Source: an optimization exercise on an open RTL-to-GDS flow (aim: small area). Production flows keep margins and buffers that such runs may drop. Where RTL was checked, it was by simulation tests only, not by an equivalence proof against the original. No functional check of the RTL was part of runs 1 to 3. The clock port is modelled as an ideal driver; clocking choices that lean on that would not hold on a real chip. Power figures rest on the tool's default switching activity, not on a simulated workload.

--- standard.sh ---
#!/bin/bash
# synth_recipe.tcl (not shown) runs the flow's synth.tcl, then flattens the netlist and writes it again
# the make line also repeats each setting of config.mk as NAME=value (left out here)
make -C /OpenROAD-flow-scripts/flow DESIGN_CONFIG=/design/flow/config.mk WORK_HOME=/design/flow/orfs CLKGATE_MAP_FILE= SYNTH_SCRIPT=/design/flow/synth_recipe.tcl "${@:-finish}"
--- constraint.sdc ---
create_clock -name core_clock -period 10.0 [get_ports {clk}]
set_input_delay 2.0000 -clock core_clock [delete_from_list [all_inputs] [get_ports {clk}]]
set_output_delay 2.0000 -clock core_clock [all_outputs]
set_load 0.01 [all_outputs]
--- flow/remap.abc ---
strash
dc2
dch -f
map -a
strash
dc2
dch -f
map -a
topo
--- flow/run.sh ---
#!/bin/bash
# Own layout flow: the standard synthesis, then an area-oriented re-mapping
# of the combinational logic only (every flip-flop instance, its name and its
# cell type stay as the standard synthesis made them), then the standard
# layout steps with a leaner clock tree (no dummy loads, larger sink clusters).
# Each tool's full output goes to a log file of its own in the work folder.
set -euo pipefail
W=$PWD
R=$W/orfs/results/$FLOW_PLATFORM/mimaqi_hxh/base

bash standard.sh synth > "$W/log_1_standard_synth.log" 2>&1

cp "$R/1_2_yosys.v" "$W/standard_1_2_yosys.v"
REMAP_LIB=$FLOW_HOME/platforms/$FLOW_PLATFORM/lib/sky130_fd_sc_hd__tt_025C_1v80.lib \
REMAP_IN=$W/standard_1_2_yosys.v \
REMAP_OUT=$R/1_2_yosys.v \
REMAP_STAT=$W/remap_stat.txt \
REMAP_TOP=$FLOW_TOP \
REMAP_DONT_USE="sky130_fd_sc_hd__probe_p_8 sky130_fd_sc_hd__probec_p_8 sky130_fd_sc_hd__lpflow_*" \
REMAP_SCRIPT=$W/flow/remap.abc \
  yosys -c "$W/flow/remap.tcl" > "$W/log_2_remap.log" 2>&1
touch "$R/1_2_yosys.v"

export CTS_ARGS="${OWN_CTS_ARGS:--sink_clustering_enable -repair_clock_nets -dont_use_dummy_load -sink_clustering_size 30 -sink_clustering_max_diameter 120 -buf_list sky130_fd_sc_hd__clkbuf_8}"
bash standard.sh > "$W/log_3_standard_layout.log" 2>&1
--- design.v ---
module mimaqi_hxh (
        input         clk,
        input         rst,
        input  [3:0]  inrow,
        output [3:0]  outcol,
        output [7:0]  segData,
        output [3:0]  segCtl,
        output        led_1,
        output        led_2,
        output        led_3,
        output        led_22,
        output        led_33,
        output        led_333,
        output        led_0,
        output        led_00,
        output        led_000,
        output        led_0000,
        output        led_00000,
        output        led_000000,
        output        led_0000000,
        output        change_lemp,
        output        change_lemp1,
        output        flag_b,
        output        bee
    );
    reg [6:0] cnt;
    reg [2:0] m7;
    reg [2:0] m5;
    always @(posedge clk)
        if (rst) begin
            cnt <= 7'd0;
            m7  <= 3'b001;
            m5  <= 3'b000;
        end else begin
            cnt <= cnt + 7'd1;
            m7  <= {m7[1:0], m7[2] ^ m7[1]};
            m5  <= {m5[1:0], ~(m5[2] | m5[1])};
        end
    wire [1:0] ph = cnt[1:0];
    wire m7_5 = m7[2] & m7[1] & ~m7[0];      
    wire m5_4 = m5[2] & ~m5[1];              
    wire m5_0 = ~m5[2] & ~m5[0];             
    wire tick    = (ph == 2'd0) & m7_5;
    wire ms_rise = (ph == 2'd1) & m5_4;
    wire ms_fall = (ph == 2'd3) & m5_4;
    wire seg_upd = (ph == 2'd2) & m5_0;
    wire disp_en = (cnt == 7'h3f);
    reg [1:0] mode;
    reg [1:0] c;
    reg       key_flag;
    reg [3:0] pend;        
    reg [3:0] kc;          
    reg       key_flag_d;
    assign outcol = (mode == 2'd0) ? 4'b0000 : ~(4'b0001 << c);
    wire any = (inrow != 4'b1111);
    reg [1:0] row;
    reg       one;
    always @* begin
        one = 1'b1;
        row = 2'd0;
        case (inrow)
        4'b1110: row = 2'd0;
        4'b1101: row = 2'd1;
        4'b1011: row = 2'd2;
        4'b0111: row = 2'd3;
        default: one = 1'b0;
        endcase
    end
    wire [3:0] dec = (one && !(c == 2'd3 && row == 2'd3)) ? {c, row} : 4'd15;
    always @(posedge clk)
        if (tick && mode == 2'd3 && any) pend <= dec;
    always @(posedge clk)
        if (rst) begin
            mode     <= 2'd0;
            c        <= 2'd0;
            key_flag <= 1'b0;
            kc       <= 4'd15;
        end else if (tick) begin
            if (key_flag) kc <= pend;
            case (mode)
            2'd0, 2'd1: begin
                key_flag <= 1'b0;
                c        <= 2'd0;
                mode     <= any ? 2'd2 : 2'd0;
            end
            2'd2: begin
                if (any) mode <= 2'd3;
                else if (c == 2'd3) mode <= 2'd1;
                else c <= c + 2'd1;
            end
            2'd3: begin
                if (any) key_flag <= 1'b1;
                else mode <= 2'd1;
            end
            endcase
        end
    always @(posedge clk)
        if (rst) key_flag_d <= 1'b0;
        else     key_flag_d <= key_flag;
    wire rel = key_flag_d & ~key_flag;
    wire is_dig = (kc < 4'd10);
    wire is_a   = (kc == 4'd10);
    wire is_b   = (kc == 4'd11);
    wire is_c   = (kc == 4'd12);
    reg [15:0] pw, pin, pch;
    reg [20:0] q15;        
    reg [2:0]  ft;
    reg        fb, cl, cl1, k2, fz;
    reg        k1;
    reg        mw, mc;
    assign flag_b       = fb;
    assign change_lemp  = cl;
    assign change_lemp1 = cl1;
    wire mis_w = (pin[3:0] != pw[3:0]);
    wire mis_c = (pin[3:0] != pch[3:0]);
    always @(posedge clk) begin
        mw <= (ph == 2'd1) ? 1'b0 : (mw | mis_w);
        mc <= (ph == 2'd1) ? 1'b0 : (mc | mis_c);
    end
    wire eq_w = ~(mw | mis_w);
    wire eq_c = ~(mc | mis_c);
    wire q15_lz = ~|q15[19:0];
    wire c15_1  = q15_lz & ~q15[20];
    wire q15_f  = q15[20] ^ q15[18] ^ (q15_lz & q15[20]);
    reg [2:0] nft;
    reg       nfb, ncl, ncl1, nk2, nfz;
    always @* begin
        nft = ft; nfb = fb; ncl = cl; ncl1 = cl1; nk2 = k2; nfz = fz;
        if (c15_1) begin nft = nft + 3'd1; nk2 = 1'b1; end
        if (is_dig) nfz = 1'b0;
        else if (is_c) begin
            nfb = ~fb;
            if (fb) begin
                ncl = 1'b0; nft = 3'd1; ncl1 = 1'b0; nk2 = 1'b0; nfz = 1'b1;
            end
        end else if (k1) nft = 3'd1;
        else if (is_a && !fb && !fz) begin
            if (eq_w) nfb = 1'b1;
            else nft = nft + 3'd1;
        end else if (is_b && fb) ncl1 = 1'b1;
        else if (is_a && fb) begin
            if (eq_c) ncl = 1'b1;
        end
    end
    wire sh_pin = rel && is_dig;
    wire st_pch = rel && !k1 && is_b && fb;
    wire st_pw  = rel && !k1 && is_a && fb && eq_c;
    always @(posedge clk)
        if (rst) begin
            ft <= 3'd1; fb <= 1'b0; cl <= 1'b0; cl1 <= 1'b0; k2 <= 1'b0; fz <= 1'b0;
        end else if (rel) begin
            ft <= nft; fb <= nfb; cl <= ncl; cl1 <= ncl1; k2 <= nk2; fz <= nfz;
        end
    reg clr;
    always @(posedge clk) clr <= rst | (clr & (ph != 2'd2));
    wire zap = rst | clr;
    wire [15:0] pin_n = sh_pin ? {pin[15:12], kc, pin[7:0]} : {pin[3:0], pin[15:4]};
    wire [15:0] pch_n = st_pch ? {pin[3:0], pin[15:4]} : {pch[3:0], pch[15:4]};
    wire [15:0] pw_n  = st_pw  ? {pch[3:0], pch[15:4]} : {pw[3:0], pw[15:4]};
    always @(posedge clk) begin
        pin <= {zap ? 4'd0 : pin_n[15:12], pin_n[11:0]};
        pch <= {zap ? 4'd0 : pch_n[15:12], pch_n[11:0]};
        pw  <= {zap ? 4'd8 : pw_n[15:12],  pw_n[11:0]};
    end
    always @(posedge clk)
        if (rst) q15 <= 21'h00194a;                           
        else if (ms_rise && k2) q15 <= 21'h021006;            
        else if (ms_rise && !fb && is_b) q15 <= 21'h183940;   
        else q15 <= {q15[19:0], q15_f};
    reg l1, l2, l3, l22, l33;
    always @(posedge clk)
        if (rst) begin
            l1 <= 1'b1; l2 <= 1'b1; l3 <= 1'b1; l22 <= 1'b1; l33 <= 1'b1;
        end else if (ms_fall) begin
            if (ft == 3'd1) begin
                l1 <= 1'b1; l2 <= 1'b1; l3 <= 1'b1; l22 <= 1'b1; l33 <= 1'b1;
            end else if (ft == 3'd2) begin
                l1 <= 1'b0; l2 <= 1'b1; l3 <= 1'b1;
            end else if (ft == 3'd3) begin
                l1 <= 1'b0; l2 <= 1'b0; l22 <= 1'b0; l3 <= 1'b1;
            end else begin
                l1 <= ~l1; l2 <= ~l2; l3 <= ~l3; l33 <= ~l33;
            end
        end
    assign led_1 = l1;
    assign led_2 = l2;
    assign led_3 = l3;
    assign led_22 = l22;
    assign led_33 = l33;
    assign led_333 = l33;
    assign led_0 = 1'b1;
    assign led_00 = 1'b1;
    assign led_000 = 1'b1;
    assign led_0000 = 1'b1;
    assign led_00000 = 1'b1;
    assign led_000000 = 1'b1;
    assign led_0000000 = 1'b1;
    reg [6:0]  v05;
    reg [17:0] q20;
    reg        bz;
    wire c05_0  = &v05;
    wire q20_lz = ~|q20[16:0];
    wire c20_0  = q20_lz & ~q20[17];
    wire c20_1  = q20_lz & q20[17];
    wire q20_f  = q20[17] ^ q20[10] ^ (q20_lz & q20[17]);
    always @(posedge clk)
        if (rst) q20 <= 18'd0;
        else if (ms_rise && c20_0 && ft[2] && !k1) q20 <= 18'h22b08;    
        else q20 <= {q20[16:0], q20_f};
    always @(posedge clk)
        if (rst) begin
            v05 <= 7'h7f; k1 <= 1'b0; bz <= 1'b1;
        end else if (ms_rise) begin
            if (key_flag) v05 <= 7'd27;
            else v05 <= v05 + {6'd0, ~c05_0};
            if (!c20_0) k1 <= !c20_1;
            if (!c20_0 || !c05_0) bz <= ~bz;
            else bz <= 1'b1;
        end
    assign bee = bz;
    reg [15:0] lednum;
    reg [1:0]  flagc;
    wire dop = rel && is_dig;
    wire op_sh10 = dop && !fb;
    wire op_wr   = dop && fb && !cl1;
    wire op_sh11 = dop && fb && cl1 && !cl;
    wire op_sh   = op_sh10 | op_sh11;
    wire [3:0] shv = fb ? 4'd11 : 4'd10;
    wire w0 = op_wr && flagc == 2'd0;
    wire w1 = op_wr && flagc == 2'd1;
    wire w2 = op_wr && flagc == 2'd2;
    wire w3 = op_wr && flagc == 2'd3;
    wire [3:0] l0 = lednum[3:0], l1s = lednum[7:4], l2s = lednum[11:8], l3s = lednum[15:12];
    wire [3:0] n0 = op_sh ? l0  : w0 ? 4'd13 : w2 ? kc : l1s;
    wire [3:0] n1 = op_sh ? l1s : w0 ? 4'd13 : w3 ? kc : l2s;
    wire [3:0] n2 = op_sh ? shv : w0 ? kc    : l3s;
    wire [3:0] n3 = op_sh ? l3s : w0 ? 4'd13 : w1 ? kc : l0;
    always @(posedge clk) begin
        lednum <= {zap ? 4'd0 : n3, n2, n1, n0};
        if (rst) flagc <= 2'd0;
        else if (op_wr) flagc <= flagc + 2'd1;
    end
    reg [15:0] snap;
    wire [15:0] snap_n = disp_en ? {lednum[3:0], lednum[15:4]} : {snap[3:0], snap[15:4]};
    always @(posedge clk)
        snap <= {zap ? 4'd0 : snap_n[15:12], snap_n[11:0]};
    reg [3:0] ctl;
    reg [3:0] sg;
    wire [3:0] nctl = (ctl == 4'd0) ? 4'b0001 : {ctl[2:0], ctl[3]};
    wire [3:0] nsg  = ({4{nctl[0]}} & snap[11:8]) | ({4{nctl[1]}} & snap[15:12]) |
                      ({4{nctl[2]}} & snap[3:0])  | ({4{nctl[3]}} & snap[7:4]);
    always @(posedge clk)
        if (rst) begin
            ctl <= 4'd0;
            sg  <= 4'd12;
        end else if (seg_upd) begin
            ctl <= nctl;
            sg  <= nsg;
        end else if (sg == 4'd12)
            sg <= 4'd0;
    assign segCtl = ctl;
    assign segData =
        (sg == 4'd0)  ? 8'b1100_0000 :
        (sg == 4'd1)  ? 8'b1111_1001 :
        (sg == 4'd2)  ? 8'b1010_0100 :
        (sg == 4'd3)  ? 8'b1011_0000 :
        (sg == 4'd4)  ? 8'b1001_1001 :
        (sg == 4'd5)  ? 8'b1001_0010 :
        (sg == 4'd6)  ? 8'b1000_0010 :
        (sg == 4'd7)  ? 8'b1111_1000 :
        (sg == 4'd8)  ? 8'b1000_0000 :
        (sg == 4'd9)  ? 8'b1001_0000 :
        (sg == 4'd10) ? 8'b0111_1111 :
        (sg == 4'd11) ? 8'b1100_0110 :
        (sg == 4'd13) ? 8'b1111_0111 :
                        8'b1111_1111;
endmodule
--- flow/remap.tcl ---
# Re-map the combinational logic of the standard synthesis for area. Flip-flops
# and tie cells are kept as they are (same instances, names and cell types).
yosys -import
set lib $::env(REMAP_LIB)
read_liberty -ignore_miss_func $lib
read_verilog $::env(REMAP_IN)
hierarchy -top $::env(REMAP_TOP)
setattr -mod -set keep_hierarchy 1 sky130_fd_sc_hd__*df* sky130_fd_sc_hd__conb_1
flatten
opt_clean -purge $::env(REMAP_TOP)
set dont {}
foreach c $::env(REMAP_DONT_USE) { lappend dont -dont_use $c }
abc -liberty $lib {*}$dont -script $::env(REMAP_SCRIPT) $::env(REMAP_TOP)
opt_clean -purge $::env(REMAP_TOP)
hilomap -singleton -hicell sky130_fd_sc_hd__conb_1 HI -locell sky130_fd_sc_hd__conb_1 LO $::env(REMAP_TOP)
insbuf -buf sky130_fd_sc_hd__buf_4 A X $::env(REMAP_TOP)
blackbox A:keep_hierarchy
tee -o $::env(REMAP_STAT) stat -liberty $lib -top $::env(REMAP_TOP)
write_verilog -noattr -nohex -nodec -selected $::env(REMAP_OUT)
--- config.mk ---
export PLATFORM = sky130hd
export DESIGN_NAME = mimaqi_hxh
export DESIGN_NICKNAME = mimaqi_hxh
export VERILOG_FILES = /design/flow/design.v
export SDC_FILE = /design/flow/constraint.sdc
export NUM_CORES = 4
export LEC_CHECK = 0
export CAP_MARGIN = 20
export CORE_MARGIN = 2
export CORE_UTILIZATION = 40
export SLEW_MARGIN = 20
==> impl_metrics.tcl, run 1 <==
set metrics [dict create \
    global_route.overflow_total 0 \
    cts-resized-gates 0 \
    antenna-diode-count 0 \
    worst-r2r-setup-slack_ns 6.40 \
    cts-root-to-sink-buffers 2 \
    tritoncts_clock_tree "built" \
    fmax_mhz 240 \
    rsz0062_at_grt "no" \
    critPathKind "in2reg" \
    drv_cap 0 \
    numClockSinks 181 \
    timing.final.setup_violations 0 \
    drt-vias-per-instance 4.94 \
    ctsRootBufferMaster "sky130_fd_sc_hd__clkbuf_8" \
    finalHoldViolations 0 \
    drc_errors 0 \
    period_needed_ns 4.16 \
    ant_nets 0 \
    timing.setup.tns_ns 0 \
    yosys_warnings 1 \
    cts_setup_buffers 0 \
    detailed_place_hpwl_mm 10.1 \
    clock_tree.htree_level_count 4 \
    critical_path.max_fanout 31 \
    synthesis.instances 830 \
    timing.critical_path.arrival_ns 4.46 \
    cell_area_after_technology_mapping_sq_mm 0.00679 \
    p_leak_uw 0.00282 \
    status "timing/DRC/antenna clean" \
    floorplan.io_pins 39 \
    grtUsageTotal_pct 16.9 \
    pin_count_of_the_biggest_net_entering_global_routing 32 \
    total_wirelength_of_the_detailed_routed_design_mm 14.2 \
    place.gp.congestion 0.829 \
    design_power_total_uw 1170 \
    worst_slew_margin_rel_pct 33.9 \
    insertion_delay_ns 0.45 \
    drive_gt1_share_pct 2.74 \
    final_common_cell "sky130_fd_sc_hd__dfxtp_1" \
    timing.critical_path.from_type "primary input" \
    hold-path-cell-count 2 \
    global_route_wire_length_before_repair_mm 24.3 \
    fraction_of_the_cycle_the_final_worst_path_needs_pct 41.6 \
    hold_class "reg2reg" \
    portBuffers 31 \
    via_count 5417 \
    finalClockSkew_ns 0.0217 \
    vdd_ir_drop_max_v 0.0000842 \
    grt_antenna_before_repair 0 \
    worst_setup_path_end_kind "flop" \
    holdWs_ns 0.421 \
    die_w_um 134 \
    wl_per_cell_um 12.9 \
    drv_slew 0 \
    dieHeight_um 134 \
    postSynthAreaPerCell_sq_um 8.18 \
    final_cell_mix "sky130_fd_sc_hd__dfxtp_1 (161), sky130_fd_sc_hd__clkinv_1 (143), sky130_fd_sc_hd__nand2_1 (118), sky130_fd_sc_hd__nor2_1 (115), sky130_fd_sc_hd__o21ai_0 (83)" \
    power_per_cell_area_mw_per_mm2 154 \
    nNetsFinal 885 \
    tightestPinTransition_ns 0.985 \
    areaGrowthSynthToFinish_pct 11.7 \
    grt_pass1_vias 4993 \
    floorplan.rows 47 \
    first_pass_iters 4 \
    floorplan.initialDensity_pct 40.9 \
    clock_transition_at_the_registers_of_the_reported_paths_ns 0.09 \
    timing.critical_path.required_ns 10.30 \
    design.core.area_sq_mm 0.0166 \
    drt_iter0_markers 376 \
    hold_buffer_count_at_cts 0 \
    cts_inserted_buffers 17 \
    worstRegToRegCells 8 \
    die_footprint_sq_mm 0.0180 \
]
metrics by stage:
step	util [%]	std cells	cell area (sq um)	setup slack, ns
after detailed placement	44.3	1080	7340	5.34
final	45.7	1097	7580	5.84
after CTS	45.7	1097	7570	5.84
after floorplan	-	836	6810	6.83
after global placement	44.3	1080	7340	5.39
after global routing	45.7	1097	7580	5.63
worst paths after layout:
| kind | end | from |
|---|---|---|
| max | q15[3]$_SDFF_PP1_ | rst |
| min | q15[5]$_SDFF_PP0_ | q15[4]$_SDFF_PP0_ |
| max reg2reg | lednum[15]$_SDFFE_PP0N_ | kc[1]$_SDFFE_PP1P_ |
| min reg2reg | q15[5]$_SDFF_PP0_ | q15[4]$_SDFF_PP0_ |
state kept, by name, indices dropped and copies added (netlist names), 7 cells and up:
name    cells
lednum     16
pw         16
pch        16
snap       16
cnt         7
pin        16
v05         7
q15        21
q20        18
layout make-up:
class                           count  area, sq um
Tap cell                          220          275
Sequential cell                   181         3820
Clock buffer                       17          234
Inverter                          143          537
Fill cell                        1691         9000
Multi-Input combinational cell    501         2370
Timing Repair Buffer               35          340
where the power goes:
group / leakage [uW] / switching, uW / internal, uW / total (uW)
clock network: 0.000122 / 215 / 150 / 365
registers: 0.00154 / 7.27 / 741 / 748
logic: 0.00115 / 30.9 / 23.0 / 53.9
critical path, stage by stage:
cell and delay, ns:
sky130_fd_sc_hd__clkdlybuf4s50_1 0.45, sky130_fd_sc_hd__buf_4 0.31, sky130_fd_sc_hd__clkinv_1 0.86, sky130_fd_sc_hd__nand2_1 0.43, sky130_fd_sc_hd__nor2_1 0.09, sky130_fd_sc_hd__clkinv_1 0.19
sky130_fd_sc_hd__o21ai_0 0.12
routing by layer:
metal  GRT usage (%)  routed length, um  up-vias
met5               0                  0        -
met4            5.56                164        0
met3            3.93                549       14
met2            26.0               6280       92
met1            23.4               7200     2491
li1                -                  -     2820
==> inputs of run 2 (changes only) <==
--- a/design.v
+++ b/design.v
@@ -249,17 +249,20 @@
     wire [3:0] nctl = (ctl == 4'd0) ? 4'b0001 : {ctl[2:0], ctl[3]};
     wire [3:0] nsg  = ({4{nctl[0]}} & snap[11:8]) | ({4{nctl[1]}} & snap[15:12]) |
                       ({4{nctl[2]}} & snap[3:0])  | ({4{nctl[3]}} & snap[7:4]);
-    always @(posedge clk)
+    reg blank;             
+    always @(posedge clk) begin
+        blank <= rst;
         if (rst) begin
             ctl <= 4'd0;
-            sg  <= 4'd12;
+            sg  <= 4'd0;
         end else if (seg_upd) begin
             ctl <= nctl;
             sg  <= nsg;
-        end else if (sg == 4'd12)
-            sg <= 4'd0;
+        end
+    end
     assign segCtl = ctl;
     assign segData =
+        blank         ? 8'b1111_1111 :
         (sg == 4'd0)  ? 8'b1100_0000 :
         (sg == 4'd1)  ? 8'b1111_1001 :
         (sg == 4'd2)  ? 8'b1010_0100 :
==> flow/remap.abc (replaced) <==
strash
dc2
dc2
dch -f
amap
topo
==> run 2 against run 1 <==
Against the previous run:
- still clean on timing, DRC and antenna
- combinational power decreased by 39%
- critical path depth decreased by 2
- synthesized cell count is 14% lower
- die area decreased by 1.1%
- sequential power about the same
- sequential cell count grew 1
- highest routed layer unchanged
==> impl_metrics.tcl, run 2 <==
set metrics [dict create \
    antenna-diode-count 0 \
    dieHeight_um 133 \
    ant_nets 0 \
    worst-r2r-setup-slack_ns 6.86 \
    ctsRootBufferMaster "sky130_fd_sc_hd__clkbuf_8" \
    rsz0062_at_grt "no" \
    worst_slew_margin_rel_pct 51.8 \
    grtUsageTotal_pct 17.1 \
    p_leak_uw 0.00268 \
    place.gp.congestion 0.864 \
    finalClockSkew_ns 0.0215 \
    tightestPinTransition_ns 0.721 \
    drv_slew 0 \
    first_pass_iters 6 \
    status "timing/DRC/antenna clean" \
    cts_setup_buffers 0 \
    cts-resized-gates 0 \
    top_registers "q15 (21), q20 (18)" \
    die_footprint_sq_mm 0.0178 \
    finalHoldViolations 0 \
    largest_register_ffs 21 \
    clock_transition_at_the_registers_of_the_reported_paths_ns 0.08 \
    power_per_cell_area_mw_per_mm2 153 \
    global_route.overflow_total 0 \
    drt-vias-per-instance 5.34 \
    period_needed_ns 4.18 \
    timing.critical_path.from_type "flop" \
    clock_tree.htree_level_count 4 \
    drv_cap 0 \
    floorplan.rows 47 \
    design.core.area_sq_mm 0.0165 \
    timing.critical_path.arrival_ns 2.18 \
    postPlaceCellArea_sq_mm 0.00727 \
    vdd_ir_drop_max_v 0.0000832 \
    wl_per_cell_um 14.9 \
    utilization_pct 45.6 \
    final_common_cell "sky130_fd_sc_hd__dfxtp_1" \
    postSynthAreaPerCell_sq_um 9.43 \
    total_wirelength_of_the_detailed_routed_design_mm 14.6 \
    tritoncts_clock_tree "built" \
    yosys_warnings 1 \
    via_count 5235 \
    timing.critical_path.required_ns 8.00 \
    detailed_place_hpwl_mm 10.5 \
    cell_area_after_technology_mapping_sq_mm 0.00671 \
    cts-root-to-sink-buffers 2 \
    areaGrowthSynthToFinish_pct 11.9 \
    drive_gt1_share_pct 3.16 \
    critPathKind "reg2out" \
    drt_iter0_markers 427 \
    cts_inserted_buffers 17 \
    grt_antenna_before_repair 0 \
    hold_buffer_count_at_cts 0 \
    finish.instance_area_sq_mm 0.00751 \
    register_name_with_the_most_flops "q15" \
    hold_class "reg2reg" \
    final_cell_mix "sky130_fd_sc_hd__dfxtp_1 (162), sky130_fd_sc_hd__nor2_1 (130), sky130_fd_sc_hd__clkinv_1 (79), sky130_fd_sc_hd__o21ai_0 (37), sky130_fd_sc_hd__o22a_1 (36)" \
    nNetsFinal 768 \
    die_w_um 133 \
    drc_errors 0 \
    fmax_mhz 239 \
    grt_pass1_vias 5089 \
    pin_count_of_the_biggest_net_entering_global_routing 47 \
    worst_setup_path_end_kind "primary output" \
    global_route_wire_length_before_repair_mm 24.5 \
    insertion_delay_ns 0.46 \
    portBuffers 31 \
    fraction_of_the_cycle_the_final_worst_path_needs_pct 41.8 \
    floorplan.io_pins 39 \
    floorplan.initialDensity_pct 40.7 \
    timing.final.setup_violations 0 \
    timing.setup.tns_ns 0 \
    critical_path.max_fanout 7 \
    synthesis.instances 711 \
    numClockSinks 182 \
]
==> run 2: power by group <==
group	switching (uW)	internal (uW)	total (uW)
clock	218	150	368
sequential	5.20	743	749
combinational	20.3	12.7	33.0
==> run 2: path summary, 6_finish.rpt <==
check,from,depth (start not counted),end
setup / recovery,sg[3]$_SDFFE_PP0P_,5,segData[0]
hold / removal,q20[14]$_SDFF_PP0_,2,q20[15]$_SDFF_PP0_
setup reg to reg,kc[3]$_SDFFE_PP1P_,10,lednum[15]$_SDFFE_PP0N_
hold reg to reg,q20[14]$_SDFF_PP0_,2,q20[15]$_SDFF_PP0_
==> run 2: critical path: stages (launching register included) <==
cell                              delay [ns]
sky130_fd_sc_hd__dfxtp_1                0.46
sky130_fd_sc_hd__clkinv_1               0.13
sky130_fd_sc_hd__o21ai_0                0.32
sky130_fd_sc_hd__o21a_1                 0.19
sky130_fd_sc_hd__o21bai_1               0.10
sky130_fd_sc_hd__clkdlybuf4s50_1        0.55
==> run 2: cell type report <==
type                    instances  area [sq um]
fillers                      1579          8960
flip-flops and latches        182          3840
multi-input cells             445          2510
repair buffers                 37           350
inverters                      79           297
well taps                     220           275
clock buffers                  17           234
==> run 2: through the flow <==
| stage | power [uW] | std cells | worst slack [ns] | hold WS, ns |
|---|---|---|---|---|
| floorplan | 784 | 717 | 6.78 | 0.398 |
| global placement | 798 | 963 | 5.56 | 0.412 |
| detailed placement | 799 | 963 | 5.52 | 0.414 |
| CTS | 1160 | 980 | 5.80 | 0.427 |
| global route | 1190 | 980 | 5.69 | 0.442 |
| finish | 1150 | 980 | 5.82 | 0.422 |
==> run 2: per-layer routing <==
layer	share of wire, %	up-vias	track usage, %
li1	-	2615	-
met1	47	2497	22.8
met2	47	107	28.2
met3	4.3	16	3.81
met4	1.0	0	4.85
met5	0	-	0
==> inputs of run 3 (changes only) <==
--- a/config.mk
+++ b/config.mk
@@ -7,5 +7,5 @@
 export LEC_CHECK = 0
 export CAP_MARGIN = 20
 export CORE_MARGIN = 2
-export CORE_UTILIZATION = 40
+export CORE_UTILIZATION = 50
 export SLEW_MARGIN = 20
==> run 3 against run 2 <==
Against the previous run:
- non-clock buffer count decreased by 1
- synthesized area unchanged
- register-to-register slack got worse by 0.02 ns
- final area decreased by 0.73%
- largest power group unchanged
==> impl_metrics.tcl, run 3 <==
set metrics [dict create \
    detailedPlace.worstSlack_ns 5.45 \
    fmax_mhz 242 \
    yosys_warnings 1 \
    floorplan.io_pins 39 \
    cpMaxStageDelayCell "sky130_fd_sc_hd__clkdlybuf4s50_1" \
    period_needed_ns 4.13 \
    comb_pwr_share_pct 2.8 \
    finalClockSkew_ns 0.0229 \
    hold_class "reg2reg" \
    nNetsFinal 767 \
    seqPwrFrac_pct 65.3 \
    timing.critical_path.arrival_ns 2.13 \
    place.gp.congestion 0.875 \
    register_area_sq_mm 0.00384 \
    timing.final.setup_violations 0 \
    finalWorstSetupSlack_ns 5.87 \
    slowest_delay_ns 0.55 \
    rsz0062_at_grt "no" \
    finalHoldViolations 0 \
    drv_slew 0 \
    synthesis.instances 711 \
    areaGrowthSynthToFinish_pct 11.1 \
    clock_tree.htree_level_count 4 \
    clock_transition_at_the_registers_of_the_reported_paths_ns 0.09 \
    detailed_place_hpwl_mm 10.2 \
    worst_slew_margin_rel_pct 29.0 \
    die_footprint_sq_mm 0.0144 \
    cts_setup_buffers 0 \
    critPathKind "reg2out" \
    tritoncts_clock_tree "built" \
    postSynthAreaPerCell_sq_um 9.43 \
    vdd_ir_drop_max_v 0.0000955 \
    largest_register_ffs 21 \
    drive_gt1_share_pct 3.29 \
    final_cell_mix "sky130_fd_sc_hd__dfxtp_1 (162), sky130_fd_sc_hd__nor2_1 (129), sky130_fd_sc_hd__clkinv_1 (79), sky130_fd_sc_hd__o21ai_0 (37), sky130_fd_sc_hd__o22a_1 (36)" \
    timing.setup.tns_ns 0 \
    worstPathCellList "clkinv_1 -> o21ai_0 -> o21a_1 -> o21bai_1 -> clkdlybuf4s50_1" \
    tightestPinTransition_ns 1.06 \
    first_pass_iters 7 \
    final_common_cell "sky130_fd_sc_hd__dfxtp_1" \
    use_met1_pct 28.9 \
    global_route.peak_usage_layer "met2" \
    critical_path.max_fanout 7 \
    timing.critical_path.required_ns 8.00 \
    internal_power_uw 906 \
    ctsRootBufferMaster "sky130_fd_sc_hd__clkbuf_8" \
    fraction_of_the_cycle_the_final_worst_path_needs_pct 41.3 \
    cts-resized-gates 0 \
    portBuffers 31 \
    global_route.overflow_total 0 \
    grt_pass1_vias 4966 \
    top_registers "q15 (21), q20 (18)" \
    grt.met2_usage_pct 33.5 \
    cts-root-to-sink-buffers 2 \
    area_used_by_multi_input_combinational_logic_sq_mm 0.00251 \
    numClockSinks 182 \
    grtUsageTotal_pct 21.2 \
    register_name_with_the_most_flops "q15" \
    hold_buffer_count_at_cts 0 \
    global_route_wire_length_before_repair_mm 24.0 \
    via_count 5226 \
    switching_power_total_uw 240 \
    drc_errors 0 \
    die_w_um 120 \
    insertion_delay_ns 0.45 \
    cts_inserted_buffers 17 \
    design.core.area_sq_mm 0.0132 \
    worst_setup_path_end_kind "primary output" \
    p_leak_uw 0.00267 \
    grt_util_met3_pct 4.94 \
    status "timing/DRC/antenna clean" \
    drt_iter0_markers 446 \
    antenna-diode-count 0 \
    dieHeight_um 120 \
    cell_area_after_technology_mapping_sq_mm 0.00671 \
    drt-vias-per-instance 5.59 \
    floorplan.rows 42 \
    timing.critical_path.from_type "flop" \
    netSwitchingFraction_pct 21.0 \
    grt_antenna_before_repair 0 \
    total_wirelength_of_the_detailed_routed_design_mm 14.4 \
    drv_cap 0 \
    utilization_pct 56.5 \
    floorplan.initialDensity_pct 50.9 \
    fill_cells 1182 \
    power_per_cell_area_mw_per_mm2 154 \
    ant_nets 0 \
    pin_count_of_the_biggest_net_entering_global_routing 47 \
    wl_per_cell_um 15.3 \
    pwr-share-clk_pct 31.9 \
]
==> run 3: final cells by class <==
type / count / share of cell area, %
Tap cell: 176 / 2.95
Inverter: 79 / 3.98
Clock buffer: 17 / 3.14
Multi-Input combinational cell: 445 / 33.7
Timing Repair Buffer: 36 / 4.60
Sequential cell: 182 / 51.6
==> run 3: power groups by stage <==
stage	registers, uW	clock network (uW)	logic [uW]
3_5_place_dp	765	0	32.7
6_report	749	365	32.6
4_1_cts	749	377	32.6
5_1_grt	749	407	36.4
3_3_place_gp	765	0	31.8
2_1_floorplan	764	0	20.7
==> run 3: worst paths after layout <==
check                                         from                      end  slack [ns]  cells past startpoint
worst max-delay path            sg[3]$_SDFFE_PP0P_               segData[0]        5.87                      5
worst min-delay path            q20[14]$_SDFF_PP0_       q20[15]$_SDFF_PP0_        0.41                      2
worst max register to register  kc[3]$_SDFFE_PP1P_  lednum[15]$_SDFFE_PP0N_        6.84                     10
worst min register to register  q20[14]$_SDFF_PP0_       q20[15]$_SDFF_PP0_        0.41                      2
==> run 3: stage by stage <==
| step | total power, uW | std cells | hold WS (ns) | area, sq um |
|---|---|---|---|---|
| after global placement | 797 | 918 | 0.412 | 7220 |
| after CTS | 1160 | 935 | 0.407 | 7450 |
| after detailed placement | 798 | 918 | 0.416 | 7220 |
| final | 1150 | 935 | 0.407 | 7450 |
| after floorplan | 784 | 717 | 0.398 | 6730 |
| after global routing | 1190 | 935 | 0.432 | 7450 |
==> run 3: critical path: cells and delay by family (launching register included) <==
family,cells,cell delay (ns)
DFF,1,0.44
AOI/OAI and AO/OA,3,0.57
buffers and inverters,2,0.67
==> run 3: routing by layer <==
layer  share of wire (%)  routed length (um)
met1                  48                6950
met2                  46                6610
met3                 4.2                 598
met4                 1.4                 199
met5                   0                   0
==> inputs of run 4 (changes only) <==
--- a/design.v
+++ b/design.v
@@ -167,24 +167,24 @@
         else if (ms_rise && k2) q15 <= 21'h021006;            
         else if (ms_rise && !fb && is_b) q15 <= 21'h183940;   
         else q15 <= {q15[19:0], q15_f};
-    reg l1, l2, l3, l22, l33;
-    always @(posedge clk)
-        if (rst) begin
-            l1 <= 1'b1; l2 <= 1'b1; l3 <= 1'b1; l22 <= 1'b1; l33 <= 1'b1;
+    reg l1, l2, l22, l33;
+    always @(posedge clk)
+        if (rst) begin
+            l1 <= 1'b1; l2 <= 1'b1; l22 <= 1'b1; l33 <= 1'b1;
         end else if (ms_fall) begin
             if (ft == 3'd1) begin
-                l1 <= 1'b1; l2 <= 1'b1; l3 <= 1'b1; l22 <= 1'b1; l33 <= 1'b1;
+                l1 <= 1'b1; l2 <= 1'b1; l22 <= 1'b1; l33 <= 1'b1;
             end else if (ft == 3'd2) begin
-                l1 <= 1'b0; l2 <= 1'b1; l3 <= 1'b1;
+                l1 <= 1'b0; l2 <= 1'b1;
             end else if (ft == 3'd3) begin
-                l1 <= 1'b0; l2 <= 1'b0; l22 <= 1'b0; l3 <= 1'b1;
+                l1 <= 1'b0; l2 <= 1'b0; l22 <= 1'b0;
             end else begin
-                l1 <= ~l1; l2 <= ~l2; l3 <= ~l3; l33 <= ~l33;
+                l1 <= ~l1; l2 <= ~l2; l33 <= ~l33;
             end
         end
     assign led_1 = l1;
     assign led_2 = l2;
-    assign led_3 = l3;
+    assign led_3 = l1 ? (l2 & l22) : (l2 | ~l22);
     assign led_22 = l22;
     assign led_33 = l33;
     assign led_333 = l33;
--- a/config.mk
+++ b/config.mk
@@ -7,5 +7,5 @@
 export LEC_CHECK = 0
 export CAP_MARGIN = 20
 export CORE_MARGIN = 2
-export CORE_UTILIZATION = 50
+export CORE_UTILIZATION = 40
 export SLEW_MARGIN = 20
==> run 4 against run 3 <==
Against the previous run:
- worst hold slack better by 0.017 ns
- synthesized cell count fell by 0.70%
- global-route usage decreased by 3.9 points
- largest cell class unchanged
==> impl_metrics.tcl, run 4 <==
set metrics [dict create \
    register_area_sq_mm 0.00382 \
    hold-path-cell-count 2 \
    timing.critical_path.required_ns 8.00 \
    postSynthAreaPerCell_sq_um 9.52 \
    register_name_with_the_most_flops "q15" \
    finalHoldViolations 0 \
    die_footprint_sq_mm 0.0179 \
    dieHeight_um 134 \
    fmax_mhz 229 \
    critPathKind "reg2out" \
    ant_nets 0 \
    tritoncts_clock_tree "built" \
    hold_buffer_count_at_cts 0 \
    cpMaxStageDelayCell "sky130_fd_sc_hd__a2111oi_0" \
    design.core.area_sq_mm 0.0165 \
    period_needed_ns 4.38 \
    total_wirelength_of_the_detailed_routed_design_mm 14.7 \
    holdWs_ns 0.424 \
    drv_cap 0 \
    vdd_ir_drop_max_v 0.0000812 \
    first_pass_iters 5 \
    hold_path.startpoint "q20[4]$_SDFF_PP0_" \
    worst_setup_path_end_kind "primary output" \
    global_route.overflow_total 0 \
    cell_area_after_technology_mapping_sq_mm 0.00672 \
    tightestPinTransition_ns 0.687 \
    routed-wl-met2_mm 7.11 \
    hold_class "reg2reg" \
    hold-path-endpoint "q20[5]$_SDFF_PP0_" \
    power_per_cell_area_mw_per_mm2 152 \
    insertion_delay_ns 0.46 \
    portBuffers 31 \
    drive_gt1_share_pct 3.57 \
    largest_register_ffs 21 \
    comb_pwr_share_pct 3.0 \
    top_registers "q15 (21), q20 (18)" \
    seqPwrFrac_pct 65.1 \
    drc_errors 0 \
    final_common_cell "sky130_fd_sc_hd__dfxtp_1" \
    cp_num_buf_inv 2 \
    via_count 5314 \
    cts_setup_buffers 0 \
    route.met3.wl_um 626 \
    antenna-diode-count 0 \
    final_cell_mix "sky130_fd_sc_hd__dfxtp_1 (161), sky130_fd_sc_hd__nor2_1 (111), sky130_fd_sc_hd__clkinv_1 (81), sky130_fd_sc_hd__o21ai_0 (43), sky130_fd_sc_hd__o22a_1 (37)" \
    die_w_um 134 \
    numClockSinks 181 \
    fill_cells 1533 \
    grt_antenna_before_repair 0 \
    drt_iter0_markers 529 \
    netSwitchingFraction_pct 21.2 \
    synthesis.instances 706 \
    timing.critical_path.max_delay_family "buffers and inverters" \
    drt-vias-per-instance 5.44 \
    place.gp.congestion 0.843 \
    r2r_end "lednum[14]$_SDFFE_PP0N_" \
    grt_pass1_vias 5179 \
    worstRegToRegCells 10 \
    grtUsageTotal_pct 17.2 \
    fraction_of_the_cycle_the_final_worst_path_needs_pct 43.8 \
    yosys_warnings 1 \
    finalClockSkew_ns 0.0259 \
    timing.critical_path.from_type "flop" \
    floorplan.rows 47 \
    pin_count_of_the_biggest_net_entering_global_routing 49 \
    areaGrowthSynthToFinish_pct 12.2 \
    ctsRootBufferMaster "sky130_fd_sc_hd__clkbuf_8" \
    internal_power_uw 903 \
    met1_routed_wirelength_after_detailed_routing_mm 6.76 \
    detailed_place_hpwl_mm 10.5 \
    timing.critical_path.arrival_ns 2.38 \
    drv_slew 0 \
    cts-resized-gates 0 \
    global_route_wire_length_before_repair_mm 24.8 \
    switching_power_total_uw 243 \
    nNetsFinal 764 \
    area_used_by_multi_input_combinational_logic_sq_mm 0.00254 \
    worst_r2r_startpoint "kc[3]$_SDFFE_PP1P_" \
    clock_transition_at_the_registers_of_the_reported_paths_ns 0.09 \
    critical_path.max_fanout 7 \
    clock_tree.htree_level_count 4 \
    worst_slew_margin_rel_pct 53.0 \
    worstPathCellList "clkinv_1 -> a2111oi_0 -> nor2_1 -> clkdlybuf4s50_1" \
    worst-r2r-setup-slack_ns 6.83 \
    p_leak_uw 0.00266 \
    timing.setup.tns_ns 0 \
    status "timing/DRC/antenna clean" \
    wl_per_cell_um 15.1 \
    floorplan.initialDensity_pct 40.7 \
    rsz0062_at_grt "no" \
    highest-signal-layer "met4" \
    floorplan.io_pins 39 \
    pwr-share-clk_pct 31.9 \
    cts-root-to-sink-buffers 2 \
    cts_inserted_buffers 17 \
    timing.final.setup_violations 0 \
    slowest_delay_ns 0.64 \
]
run 4: worst max-delay path by stage:
stage	start	end	slack (ns)	cells after the start
final	sg[1]$_SDFFE_PP0P_	segData[3]	5.62	4
after global placement	rst	q15[3]$_SDFF_PP1_	5.74	6
after floorplan	pin[2]$_DFFE_PN_	pw[12]$_SDFF_PP0_	6.56	8
after detailed placement	rst	q15[3]$_SDFF_PP1_	5.59	6
after CTS	sg[1]$_SDFFE_PP0P_	segData[3]	5.67	4
after global routing	sg[1]$_SDFFE_PP0P_	segData[3]	5.49	4
run 4: final cells by class:
type / instances / share of cell area (%)
well taps: 220 / 3.65
repair buffers: 38 / 4.75
flip-flops and latches: 181 / 50.7
inverters: 81 / 4.03
multi-input cells: 439 / 33.8
clock buffers: 17 / 3.10
run 4: worst min-delay path, stage by stage, from the launching register on:
cell and delay (ns):
sky130_fd_sc_hd__dfxtp_1 0.31, sky130_fd_sc_hd__clkinv_1 0.05, sky130_fd_sc_hd__nor2_1 0.03
run 4: metrics by stage:
step	cell area, sq um	setup slack (ns)	cells	util (%)	total power (uW)
floorplan	6740	6.56	712	-	782
global placement	7300	5.74	959	44.2	796
detailed placement	7300	5.59	959	44.2	797
CTS	7530	5.67	976	45.6	1160
global route	7540	5.49	976	45.6	1190
finish	7540	5.62	976	45.6	1150
run 4: power by group through the flow:
stage / clock [uW] / combinational (uW) / sequential [uW]
finish: 366 / 34.6 / 746
global route: 405 / 38.6 / 747
CTS: 379 / 34.6 / 746
detailed placement: 0 / 34.5 / 762
global placement: 0 / 33.4 / 762
floorplan: 0 / 21.4 / 760
run 4: layer usage:
metal  vias up  track usage [%]
li1       2619                -
met1      2538             21.7
met2       134             28.8
met3        23             3.73
met4         0             6.97
met5         -                0
==> inputs of run 5 (changes only) <==
==> flow/remap.abc (replaced) <==
strash
&get -n
&deepsyn -J 100 -T 300
&put
amap
topo
==> run 5 against run 4 <==
Against the previous run:
- first-iteration DRC count is 37% lower
- final area is 3.4% lower
- register-to-register slack worse by 0.09 ns
- worst hold slack worse by 0.0037 ns
- setup slack worse by 0.20 ns
- utilization is 0.23 points higher
- sequential power hardly changed
- non-clock buffer count is 3 lower
- critical path type unchanged
- largest power group unchanged
==> impl_metrics.tcl, run 5 <==
set metrics [dict create \
    grt_pass1_vias 4689 \
    postSynthAreaPerCell_sq_um 9.41 \
    first_pass_iters 5 \
    yosys_warnings 1 \
    cts-root-to-sink-buffers 2 \
    cp_num_buf_inv 3 \
    status "timing/DRC/antenna clean" \
    cts_inserted_buffers 17 \
    power_per_cell_area_mw_per_mm2 158 \
    critPathKind "reg2out" \
    total_wirelength_of_the_detailed_routed_design_mm 13.7 \
    final_cell_mix "sky130_fd_sc_hd__dfxtp_1 (161), sky130_fd_sc_hd__clkinv_1 (105), sky130_fd_sc_hd__nor2_1 (93), sky130_fd_sc_hd__nand2_1 (47), sky130_fd_sc_hd__o21ai_0 (40)" \
    insertion_delay_ns 0.46 \
    hold_class "reg2reg" \
    critical-path-top-cell-by-count "sky130_fd_sc_hd__o21ai_0" \
    dieHeight_um 131 \
    rsz0062_at_grt "no" \
    worst_setup_path_end_kind "primary output" \
    fraction_of_the_cycle_the_final_worst_path_needs_pct 45.7 \
    timing.setup.tns_ns 0 \
    numClockSinks 181 \
    detailedPlace.worstSlack_ns 5.66 \
    drc_errors 0 \
    tightestPinTransition_ns 0.908 \
    worst_slew_margin_rel_pct 39.2 \
    timing.final.setup_violations 0 \
    drv_cap 0 \
    nNetsFinal 745 \
    fmax_mhz 219 \
    drt_iter0_markers 334 \
    antenna-diode-count 0 \
    clock_transition_at_the_registers_of_the_reported_paths_ns 0.08 \
    worst_r2r_startpoint "key_flag$_SDFFE_PP0P_" \
    timing.critical_path.arrival_ns 2.57 \
    cell_area_after_technology_mapping_sq_mm 0.00649 \
    holdWs_ns 0.421 \
    floorplan.rows 46 \
    areaGrowthSynthToFinish_pct 12.2 \
    worstPathCellList "clkinv_1 -> nor2_1 -> clkinv_1 -> o21ai_0 -> nor2b_1 -> nor3_1 -> o21ai_0 -> nand2_1 -> o21ai_0 -> clkdlybuf4s50_1" \
    floorplan.io_pins 39 \
    timing.critical_path.max_delay_family "buffers and inverters" \
    top_registers "q15 (21), q20 (18)" \
    finalHoldViolations 0 \
    vdd_ir_drop_max_v 0.000105 \
    cts_setup_buffers 0 \
    hold-path-cell-count 2 \
    dpl.cell_count 936 \
    hold_buffer_count_at_cts 0 \
    fill_cells 1592 \
    timing.critical_path.from_type "flop" \
    design.core.area_sq_mm 0.0159 \
    grtUsageTotal_pct 16.3 \
    finalClockSkew_ns 0.0246 \
    die_w_um 131 \
    period_needed_ns 4.57 \
    global_route_wire_length_before_repair_mm 22.8 \
    hold_path.startpoint "q20[3]$_SDFF_PP0_" \
    global_route.overflow_total 0 \
    die_footprint_sq_mm 0.0173 \
    drv_slew 0 \
    pin_count_of_the_biggest_net_entering_global_routing 42 \
    p_leak_uw 0.00263 \
    cts-resized-gates 0 \
    worstRegToRegCells 9 \
    ant_nets 0 \
    portBuffers 31 \
    drt-vias-per-instance 5.20 \
    final_common_cell "sky130_fd_sc_hd__dfxtp_1" \
    synthesis.instances 690 \
    detailed_place_hpwl_mm 10.0 \
    instances_no_fill 953 \
    floorplan.initialDensity_pct 40.9 \
    grt_antenna_before_repair 0 \
    critical_path.max_fanout 7 \
    clock_tree.htree_level_count 4 \
    ctsRootBufferMaster "sky130_fd_sc_hd__clkbuf_8" \
    worst-r2r-setup-slack_ns 6.74 \
    timing.critical_path.required_ns 8.00 \
    wl_per_cell_um 14.3 \
    hold-path-endpoint "q20[4]$_SDFF_PP0_" \
    finalWorstSetupSlack_ns 5.43 \
    via_count 4951 \
    r2r_end "lednum[12]$_SDFFE_PP0N_" \
    largest_register_ffs 21 \
    slowest_delay_ns 0.49 \
    tritoncts_clock_tree "built" \
    place.gp.congestion 0.855 \
    drive_gt1_share_pct 2.99 \
    cpMaxStageDelayCell "sky130_fd_sc_hd__clkdlybuf4s50_1" \
    register_name_with_the_most_flops "q15" \
]
## run 5: routing by layer
layer  global-route usage (%)  wire length, um  up-vias
li1                         -                -     2479
met1                     21.7             6550     2356
met2                     25.9             6360      104
met3                     4.21              582       12
met4                     5.56              179        0
met5                        0                0        -
## run 5: layout make-up
cell class              instances  area, sq um  share of cell area (%)
well taps                     216          270                    3.71
multi-input cells             399         2220                    30.5
clock buffers                  17          234                    3.21
inverters                     105          394                    5.41
flip-flops and latches        181         3820                    52.5
repair buffers                 35          340                    4.67
## run 5: worst max path at each step
stage	start	to	slack, ns	cells after the start
floorplan	sg[1]$_SDFFE_PP0P_	segData[5]	6.49	9
global placement	rst	sg[3]$_SDFFE_PP0P_	5.83	8
detailed placement	rst	sg[1]$_SDFFE_PP0P_	5.66	8
CTS	sg[1]$_SDFFE_PP0P_	segData[5]	5.40	10
global route	sg[1]$_SDFFE_PP0P_	segData[5]	5.15	10
finish	sg[1]$_SDFFE_PP0P_	segData[5]	5.43	10
## run 5: per-stage QoR
stage,util (%),instance area (sq um),total power (uW)
floorplan,-,6520,785
global placement,44.4,7050,799
detailed placement,44.4,7050,800
CTS,45.9,7280,1160
global route,45.9,7280,1190
finish,45.9,7280,1150
## run 5: report_power, final
group	leakage (uW)	internal [uW]	switching [uW]
logic	0.000970	15.7	21.4
clock network	0.000122	150	214
registers	0.00154	740	5.60
total	0.00263	906	241
## run 5: worst reg2reg max path: stages (launching register included)
cell	delay, ns
sky130_fd_sc_hd__dfxtp_1	0.34
sky130_fd_sc_hd__clkinv_1	0.09
sky130_fd_sc_hd__nand2_1	0.14
sky130_fd_sc_hd__a211oi_1	0.43
sky130_fd_sc_hd__nor2_1	0.10
sky130_fd_sc_hd__o32ai_1	0.63
sky130_fd_sc_hd__clkinv_1	0.56
sky130_fd_sc_hd__o21ai_0	0.38
sky130_fd_sc_hd__nor2_1	0.07
sky130_fd_sc_hd__a2111oi_0	0.38
==> inputs of run 6 (changes only) <==
--- a/flow/run.sh
+++ b/flow/run.sh
@@ -2,7 +2,7 @@
 # Own layout flow: the standard synthesis, then an area-oriented re-mapping
 # of the combinational logic only (every flip-flop instance, its name and its
 # cell type stay as the standard synthesis made them), then the standard
-# layout steps with a leaner clock tree (no dummy loads, larger sink clusters).
+# layout steps, except that the clock tree is a small manual one (my_cts.tcl).
 # Each tool's full output goes to a log file of its own in the work folder.
 set -euo pipefail
 W=$PWD
@@ -21,5 +21,6 @@
   yosys -c "$W/flow/remap.tcl" > "$W/log_2_remap.log" 2>&1
 touch "$R/1_2_yosys.v"
 
-export CTS_ARGS="${OWN_CTS_ARGS:--sink_clustering_enable -repair_clock_nets -dont_use_dummy_load -sink_clustering_size 30 -sink_clustering_max_diameter 120 -buf_list sky130_fd_sc_hd__clkbuf_8}"
-bash standard.sh > "$W/log_3_standard_layout.log" 2>&1
+bash standard.sh place > "$W/log_3_standard_place.log" 2>&1
+bash standard.sh run RUN_SCRIPT="$W/flow/my_cts.tcl" RUN_LOG_NAME_STEM=4_1_cts_manual > "$W/log_4_manual_cts.log" 2>&1
+bash standard.sh > "$W/log_5_standard_finish.log" 2>&1
==> flow/manual_tree.tcl (new file) <==
# Manual clock tree: the clock net's register pins are split into COLS x ROWS
# groups by location (columns by x, then rows by y within each column); each
# group gets a leaf clock buffer at its centroid, and one root buffer drives
# the leaf buffers.
proc manual_clock_tree { clk_net_name leaf_cell root_cell cols rows } {
  set block [ord::get_db_block]
  set net [$block findNet $clk_net_name]
  set items {}
  foreach it [$net getITerms] {
    if { [$it isInputSignal] || [$it isClocked] || [[$it getMTerm] getSigType] == "CLOCK" || 1 } {
      set inst [$it getInst]
      set bb [$inst getBBox]
      set x [expr {([$bb xMin] + [$bb xMax]) / 2}]
      set y [expr {([$bb yMin] + [$bb yMax]) / 2}]
      lappend items [list $x $y "[$inst getName]/[[$it getMTerm] getName]" $it]
    }
  }
  set n [llength $items]
  set items [lsort -integer -index 0 $items]
  set per_col [expr {int(ceil(double($n) / $cols))}]
  set groups {}
  for {set c 0} {$c < $cols} {incr c} {
    set col [lrange $items [expr {$c * $per_col}] [expr {($c + 1) * $per_col - 1}]]
    if {[llength $col] == 0} continue
    set col [lsort -integer -index 1 $col]
    set m [llength $col]
    set per_row [expr {int(ceil(double($m) / $rows))}]
    for {set r 0} {$r < $rows} {incr r} {
      set g [lrange $col [expr {$r * $per_row}] [expr {($r + 1) * $per_row - 1}]]
      if {[llength $g]} { lappend groups $g }
    }
  }
  set dbu [$block getDbUnitsPerMicron]
  set leaves {}
  set i 0
  foreach g $groups {
    set sx 0; set sy 0; set pins {}
    foreach e $g {
      set sx [expr {$sx + [lindex $e 0]}]
      set sy [expr {$sy + [lindex $e 1]}]
      lappend pins [get_pins [lindex $e 2]]
    }
    set k [llength $g]
    set cx [expr {double($sx) / $k / $dbu}]
    set cy [expr {double($sy) / $k / $dbu}]
    insert_buffer -buffer_cell $leaf_cell -net $clk_net_name -load_pins $pins \
      -location [list $cx $cy] -buffer_name clkbuf_leaf_$i -net_name clknet_leaf_$i
    # the new buffer drives the group's net now (its name may be uniquified)
    set drv [[[lindex [lindex $g 0] 3] getNet] getFirstOutput]
    lappend leaves [list $cx $cy "[[$drv getInst] getName]/A"]
    incr i
  }
  set sx 0; set sy 0; set pins {}
  foreach l $leaves {
    set sx [expr {$sx + [lindex $l 0]}]
    set sy [expr {$sy + [lindex $l 1]}]
    lappend pins [get_pins [lindex $l 2]]
  }
  set k [llength $leaves]
  insert_buffer -buffer_cell $root_cell -net $clk_net_name -load_pins $pins \
    -location [list [expr {$sx / $k}] [expr {$sy / $k}]] -buffer_name clkbuf_root -net_name clknet_root
  set nload [llength [$net getITerms]]
  set drv [[lindex [$net getITerms] 0] getInst]
  puts "manual clock tree: $n sinks, [llength $groups] leaf buffers, root [$drv getName] ([[$drv getMaster] getName]); clock net now has $nload cell pins"
  if { $nload > 1 } { error "manual clock tree: the clock net still drives $nload cell pins" }
}
==> flow/my_cts.tcl (new file) <==
# The standard flow's CTS step (ORFS scripts/cts.tcl) with clock_tree_synthesis replaced
# by a small manual clock tree (manual_tree.tcl): one root buffer at the
# clock port's net feeding 3 x 4 leaf buffers, each next to its group of
# registers. Everything after the tree is as in ORFS's cts.tcl.
utl::set_metrics_stage "cts__{}"
source $::env(SCRIPTS_DIR)/load.tcl
erase_non_stage_variables cts
load_design 3_place.odb 3_place.sdc

repair_clock_inverters

source [file join [file dirname [info script]] manual_tree.tcl]
# the clock port's net has the port's name
set clk_net ""
foreach clock [all_clocks] {
  foreach src [get_property $clock sources] {
    set clk_net [get_full_name $src]
  }
}
manual_clock_tree $clk_net sky130_fd_sc_hd__clkbuf_4 sky130_fd_sc_hd__clkbuf_8 4 5
set_propagated_clock [all_clocks]

utl::push_metrics_stage "cts__{}__pre_repair_timing"
log_cmd estimate_parasitics -placement
utl::pop_metrics_stage

set_placement_padding -global \
  -left $::env(CELL_PAD_IN_SITES_DETAIL_PLACEMENT) \
  -right $::env(CELL_PAD_IN_SITES_DETAIL_PLACEMENT)
detailed_placement
log_cmd estimate_parasitics -placement

if { !$::env(SKIP_CTS_REPAIR_TIMING) } {
  repair_timing_helper
  detailed_placement
  check_placement -verbose
}

report_metrics 4 "cts final"

orfs_write_db $::env(RESULTS_DIR)/4_1_cts.odb
orfs_write_sdc $::env(RESULTS_DIR)/4_cts.sdc
==> run 6 against run 5 <==
Against the previous run:
- still clean
- combinational power is essentially flat
- setup slack lost 0.014 ns
- sequential share of layout area grew 0.51 points
- sequential power is essentially flat
- routed wire length grew 0.70%
- fmax shrank 0.30%
- critical endpoint unchanged
- largest power group unchanged
==> impl_metrics.tcl, run 6 <==
set metrics [dict create \
    register_name_with_the_most_flops "q15" \
    dpl.cell_count 936 \
    nNetsFinal 749 \
    drt_iter0_markers 388 \
    rsz0062_at_grt "no" \
    critical-path-top-cell-by-count "sky130_fd_sc_hd__o21ai_0" \
    grt_util_met3_pct 1.50 \
    postSynthAreaPerCell_sq_um 9.41 \
    area_used_by_multi_input_combinational_logic_sq_mm 0.00222 \
    cp_num_buf_inv 3 \
    instances_no_fill 957 \
    tightestPinTransition_ns 0.902 \
    internal_power_uw 857 \
    floorplan.io_pins 39 \
    first_pass_iters 5 \
    die_footprint_sq_mm 0.0173 \
    timing.critical_path.arrival_ns 2.59 \
    global_route.overflow_total 0 \
    switching_power_total_uw 239 \
    power_per_cell_area_mw_per_mm2 152 \
    detailedPlace.worstSlack_ns 5.66 \
    worstPathCellList "clkinv_1 -> nor2_1 -> clkinv_1 -> o21ai_0 -> nor2b_1 -> nor3_1 -> o21ai_0 -> nand2_1 -> o21ai_0 -> clkdlybuf4s50_1" \
    dieHeight_um 131 \
    seqPwrFrac_pct 68.0 \
    die_w_um 131 \
    drv_slew 0 \
    timing.final.setup_violations 0 \
    design_power_total_uw 1100 \
    via_count 4969 \
    status "timing/DRC/antenna clean" \
    top_registers "q15 (21), q20 (18)" \
    pin_count_of_the_biggest_net_entering_global_routing 42 \
    comb_pwr_share_pct 3.4 \
    cell_area_after_technology_mapping_sq_mm 0.00649 \
    synthesis.instances 690 \
    critPathKind "reg2out" \
    final_common_cell "sky130_fd_sc_hd__dfxtp_1" \
    clock_transition_at_the_registers_of_the_reported_paths_ns 0.07 \
    worst_slew_margin_rel_pct 39.3 \
    register_area_sq_mm 0.00382 \
    grt_antenna_before_repair 0 \
    vdd_ir_drop_max_v 0.0000930 \
    pwr-share-clk_pct 28.6 \
    timing.critical_path.max_delay_family "buffers and inverters" \
    antenna-diode-count 0 \
    grt_pass1_vias 4745 \
    p_leak_uw 0.00261 \
    drc_errors 0 \
    ant_nets 0 \
    insertion_delay_ns 0.48 \
    place.gp.congestion 0.855 \
    cpMaxStageDelayCell "sky130_fd_sc_hd__clkdlybuf4s50_1" \
    finalClockSkew_ns 0.0300 \
    finalHoldViolations 0 \
    floorplan.initialDensity_pct 40.9 \
    worst_setup_path_end_kind "primary output" \
    grtUsageTotal_pct 15.5 \
    period_needed_ns 4.59 \
    timing.setup.tns_ns 0 \
    use_met1_pct 21.8 \
    portBuffers 31 \
    largest_register_ffs 21 \
    final_cell_mix "sky130_fd_sc_hd__dfxtp_1 (161), sky130_fd_sc_hd__clkinv_1 (105), sky130_fd_sc_hd__nor2_1 (93), sky130_fd_sc_hd__nand2_1 (47), sky130_fd_sc_hd__o21ai_0 (40)" \
    yosys_warnings 1 \
    fill_cells 1604 \
    timing.critical_path.required_ns 8.00 \
    hold_class "reg2reg" \
    drive_gt1_share_pct 3.51 \
    critical_path.max_fanout 7 \
    areaGrowthSynthToFinish_pct 11.1 \
    global_route_wire_length_before_repair_mm 23.0 \
    fraction_of_the_cycle_the_final_worst_path_needs_pct 45.9 \
    total_wirelength_of_the_detailed_routed_design_mm 13.8 \
    detailed_place_hpwl_mm 10.0 \
    finalWorstSetupSlack_ns 5.41 \
    timing.critical_path.from_type "flop" \
    design.core.area_sq_mm 0.0159 \
    floorplan.rows 46 \
    global_route.peak_usage_layer "met2" \
    wl_per_cell_um 14.4 \
    slowest_delay_ns 0.49 \
    drv_cap 0 \
    drt-vias-per-instance 5.19 \
    fmax_mhz 218 \
    grt.met2_usage_pct 25.9 \
    worst-r2r-setup-slack_ns 6.81 \
    netSwitchingFraction_pct 21.8 \
]
==> run 6: changes by cell type in the layout (fill, tap and decap cells not counted) <==
cell / delta
sky130_fd_sc_hd__clkbuf_4: +20
sky130_fd_sc_hd__clkbuf_8: -16
==> run 6: power by group through the flow <==
| stage | combinational (uW) | clock, uW | sequential, uW |
|---|---|---|---|
| final | 37.2 | 313 | 746 |
| after floorplan | 23.5 | 0 | 761 |
| after global placement | 36.5 | 0 | 763 |
| after global routing | 41.2 | 356 | 747 |
| after CTS | 37.4 | 328 | 746 |
| after detailed placement | 37.2 | 0 | 763 |
==> run 6: path summary, 6_finish.rpt <==
kind,from,to,cells after the start
worst max-delay path,sg[1]$_SDFFE_PP0P_,segData[5],10
worst min-delay path,q20[3]$_SDFF_PP0_,q20[4]$_SDFF_PP0_,2
worst max register to register,key_flag$_SDFFE_PP0P_,lednum[12]$_SDFFE_PP0N_,9
worst min register to register,q20[3]$_SDFF_PP0_,q20[4]$_SDFF_PP0_,2
==> run 6: layer usage <==
metal / vias up / share of wire [%]
met5: - / 0
met4: 0 / 2.6
met3: 26 / 4.6
met2: 112 / 46
met1: 2335 / 47
li1: 2496 / -
==> run 6: cell type report, without the clock buffers <==
class | instances | share of cell area, %
inverters | 105 | 5.46
repair buffers | 35 | 4.72
flip-flops and latches | 181 | 53.0
well taps | 216 | 3.75
multi-input cells | 399 | 30.8
==> run 6: stage by stage <==
stage          hold WS (ns)  utilization [%]  instance area (sq um)
5_1_grt               0.426             45.4                   7210
6_report              0.419             45.4                   7210
3_3_place_gp          0.408             44.4                   7050
3_5_place_dp          0.414             44.4                   7050
2_1_floorplan         0.397                -                   6520
==> run 6: worst min-delay path, delay by kind of cell, from the launching register on <==
kind,cells,cell delay [ns]
flops,1,0.30
simple gates,1,0.03
buf+inv,1,0.05
==> inputs of run 7 (changes only) <==
--- a/flow/my_cts.tcl
+++ b/flow/my_cts.tcl
@@ -17,7 +17,7 @@
     set clk_net [get_full_name $src]
   }
 }
-manual_clock_tree $clk_net sky130_fd_sc_hd__clkbuf_4 sky130_fd_sc_hd__clkbuf_8 4 5
+manual_clock_tree $clk_net sky130_fd_sc_hd__clkbuf_8 sky130_fd_sc_hd__clkbuf_8 3 4
 set_propagated_clock [all_clocks]
 
 utl::push_metrics_stage "cts__{}__pre_repair_timing"
==> run 7 against run 6 <==
Against the previous run:
- still clean on timing, DRC and antenna
- worst hold slack improved by 0.0015 ns
- via count fell by 0.85%
- sequential power barely moved
- fmax barely moved
- setup slack improved by 0.0017 ns
- routed wire length fell by 1.1%
- clock power rose by 4%
- synthesized area did not move
- critical path depth did not move
- critical endpoint unchanged
- largest cell class unchanged
- largest power group unchanged
- highest routed layer unchanged
==> impl_metrics.tcl, run 7 <==
set metrics [dict create \
    status "timing/DRC/antenna clean" \
    grt_pass1_vias 4692 \
    area_used_by_multi_input_combinational_logic_sq_mm 0.00222 \
    finalHoldViolations 0 \
    portBuffers 31 \
    total_wirelength_of_the_detailed_routed_design_mm 13.6 \
    pin_count_of_the_biggest_net_entering_global_routing 42 \
    insertion_delay_ns 0.44 \
    drt-vias-per-instance 5.19 \
    timing.critical_path.from_type "flop" \
    drc_errors 0 \
    dieHeight_um 131 \
    rsz0062_at_grt "no" \
    die_w_um 131 \
    worstPathCellList "clkinv_1 -> nor2_1 -> clkinv_1 -> o21ai_0 -> nor2b_1 -> nor3_1 -> o21ai_0 -> nand2_1 -> o21ai_0 -> clkdlybuf4s50_1" \
    grtUsageTotal_pct 15.3 \
    floorplan.io_pins 39 \
    timing.final.setup_violations 0 \
    period_needed_ns 4.59 \
    cp_num_buf_inv 3 \
    register_name_with_the_most_flops "q15" \
    place.gp.congestion 0.855 \
    top_registers "q15 (21), q20 (18)" \
    synthesis.instances 690 \
    critical_path.max_fanout 7 \
    global_route_wire_length_before_repair_mm 22.8 \
    postSynthAreaPerCell_sq_um 9.41 \
    ant_nets 0 \
    wl_per_cell_um 14.4 \
    critical-path-top-cell-by-count "sky130_fd_sc_hd__o21ai_0" \
    worst-r2r-setup-slack_ns 6.83 \
    worst_setup_path_end_kind "primary output" \
    critPathKind "reg2out" \
    final_common_cell "sky130_fd_sc_hd__dfxtp_1" \
    slowest_delay_ns 0.49 \
    floorplan.rows 46 \
    vdd_ir_drop_max_v 0.0000923 \
    postPlaceCellArea_sq_mm 0.00705 \
    holdWs_ns 0.421 \
    detailedPlace.worstSlack_ns 5.66 \
    finish.instance_area_sq_mm 0.00723 \
    nNetsFinal 741 \
    cell_area_after_technology_mapping_sq_mm 0.00649 \
    fill_cells 1588 \
    fmax_mhz 218 \
    hold_class "reg2reg" \
    drt_iter0_markers 419 \
    cpMaxStageDelayCell "sky130_fd_sc_hd__clkdlybuf4s50_1" \
    via_count 4927 \
    antenna-diode-count 0 \
    timing.setup.tns_ns 0 \
    die_footprint_sq_mm 0.0173 \
    register_area_sq_mm 0.00382 \
    floorplan.initialDensity_pct 40.9 \
    finalClockSkew_ns 0.0127 \
    drv_slew 0 \
    drv_cap 0 \
    design.core.area_sq_mm 0.0159 \
    detailed_place_hpwl_mm 10.0 \
    power_per_cell_area_mw_per_mm2 153 \
    tightestPinTransition_ns 0.905 \
    areaGrowthSynthToFinish_pct 11.3 \
    final_cell_mix "sky130_fd_sc_hd__dfxtp_1 (161), sky130_fd_sc_hd__clkinv_1 (105), sky130_fd_sc_hd__nor2_1 (93), sky130_fd_sc_hd__nand2_1 (47), sky130_fd_sc_hd__o21ai_0 (40)" \
    grt_antenna_before_repair 0 \
    largest_register_ffs 21 \
    timing.critical_path.required_ns 8.00 \
    finalWorstSetupSlack_ns 5.41 \
    utilization_pct 45.5 \
    p_leak_uw 0.00260 \
    drive_gt1_share_pct 2.46 \
    global_route.overflow_total 0 \
    fraction_of_the_cycle_the_final_worst_path_needs_pct 45.9 \
    timing.critical_path.arrival_ns 2.59 \
    clock_transition_at_the_registers_of_the_reported_paths_ns 0.08 \
    worst_slew_margin_rel_pct 39.1 \
    yosys_warnings 1 \
    first_pass_iters 6 \
    timing.critical_path.max_delay_family "buffers and inverters" \
]
## run 7: per-layer routing
metal  track usage [%]  vias to the layer above  share of wire [%]
met4              3.38                        0                2.3
met5                 0                        -                  0
met2              25.7                      111                 46
met1              21.6                     2316                 48
met3              1.31                       24                4.5
li1                  -                     2476                  -
## run 7: where the power goes
| group | internal, uW | switching, uW | leakage, uW |
|---|---|---|---|
| Clock | 116 | 210 | 0.0000935 |
| Combinational | 15.7 | 21.3 | 0.000970 |
| Sequential | 740 | 5.64 | 0.00154 |
| Total | 872 | 237 | 0.00260 |
## run 7: area by class of cell, without the clock buffers
cell class | count | area share (%)
multi-input cells | 399 | 30.7
inverters | 105 | 5.45
repair buffers | 35 | 4.71
flip-flops and latches | 181 | 52.9
well taps | 216 | 3.74
## run 7: final timing paths
check,start,end,depth (start not counted)
worst max-delay path,sg[1]$_SDFFE_PP0P_,segData[5],10
worst min-delay path,q20[3]$_SDFF_PP0_,q20[4]$_SDFF_PP0_,2
worst max register to register,key_flag$_SDFFE_PP0P_,lednum[12]$_SDFFE_PP0N_,9
worst min register to register,q20[3]$_SDFF_PP0_,q20[4]$_SDFF_PP0_,2
## run 7: worst reg2reg max path, delay by kind of cell, from the launching register on
family                 cells  cell delay, ns
AOI/OAI and AO/OA          4            1.76
buffers and inverters      2            0.63
and+or+nand+nor            3            0.31
DFF                        1            0.35
## run 7: through the flow
stage / instances / power, uW
final: 949 / 1110
after detailed placement: 936 / 800
after global routing: 949 / 1150
after floorplan: 696 / 785
after global placement: 936 / 799

[static timing again, ports no longer ideal]
The flow's constraints put no driver on any port. The routed layouts listed below were extracted and timed again, unchanged, in two steps. Step 1: set_driving_cell puts a clkbuf_16 on clk and a buf_2 on each other input, an assumption about the parent block. Step 2 moves the port delays by t, midway between the first and last clock arrival at a register: inputs arrive t later, outputs are due t later. That takes back most of the time a late clock gives input paths. a / b / c = ideal ports / drivers / drivers and shift; a / b = the first two.
run | t (ns) | setup WS [ns] | worst hold slack (ns) | worst setup path at the end
run 1 | 0.480 | 5.837 / 5.835 / 5.371 | 0.421 / 0.421 / 0.421 | input to register
run 2 | 0.478 | 5.817 / 5.780 / 5.542 | 0.422 / 0.422 / 0.422 | input to register
run 3 | 0.483 | 5.870 / 5.832 / 5.458 | 0.407 / 0.407 / 0.407 | input to register
run 4 | 0.483 | 5.624 / 5.586 / 5.565 | 0.424 / 0.424 / 0.424 | input to register
run 5 | 0.484 | 5.426 / 5.389 / 5.667 | 0.421 / 0.421 / 0.421 | input to register
run 6 | 0.498 | 5.412 / 5.376 / 5.646 | 0.419 / 0.419 / 0.419 | input to register
run 7 | 0.474 | 5.414 / 5.377 / 5.661 | 0.421 / 0.421 / 0.421 | input to register
After both steps every run listed still meets setup and hold. The setup slack of run 1, which loses most, moves by -0.002 ns with the drivers and by -0.466 ns with both steps.
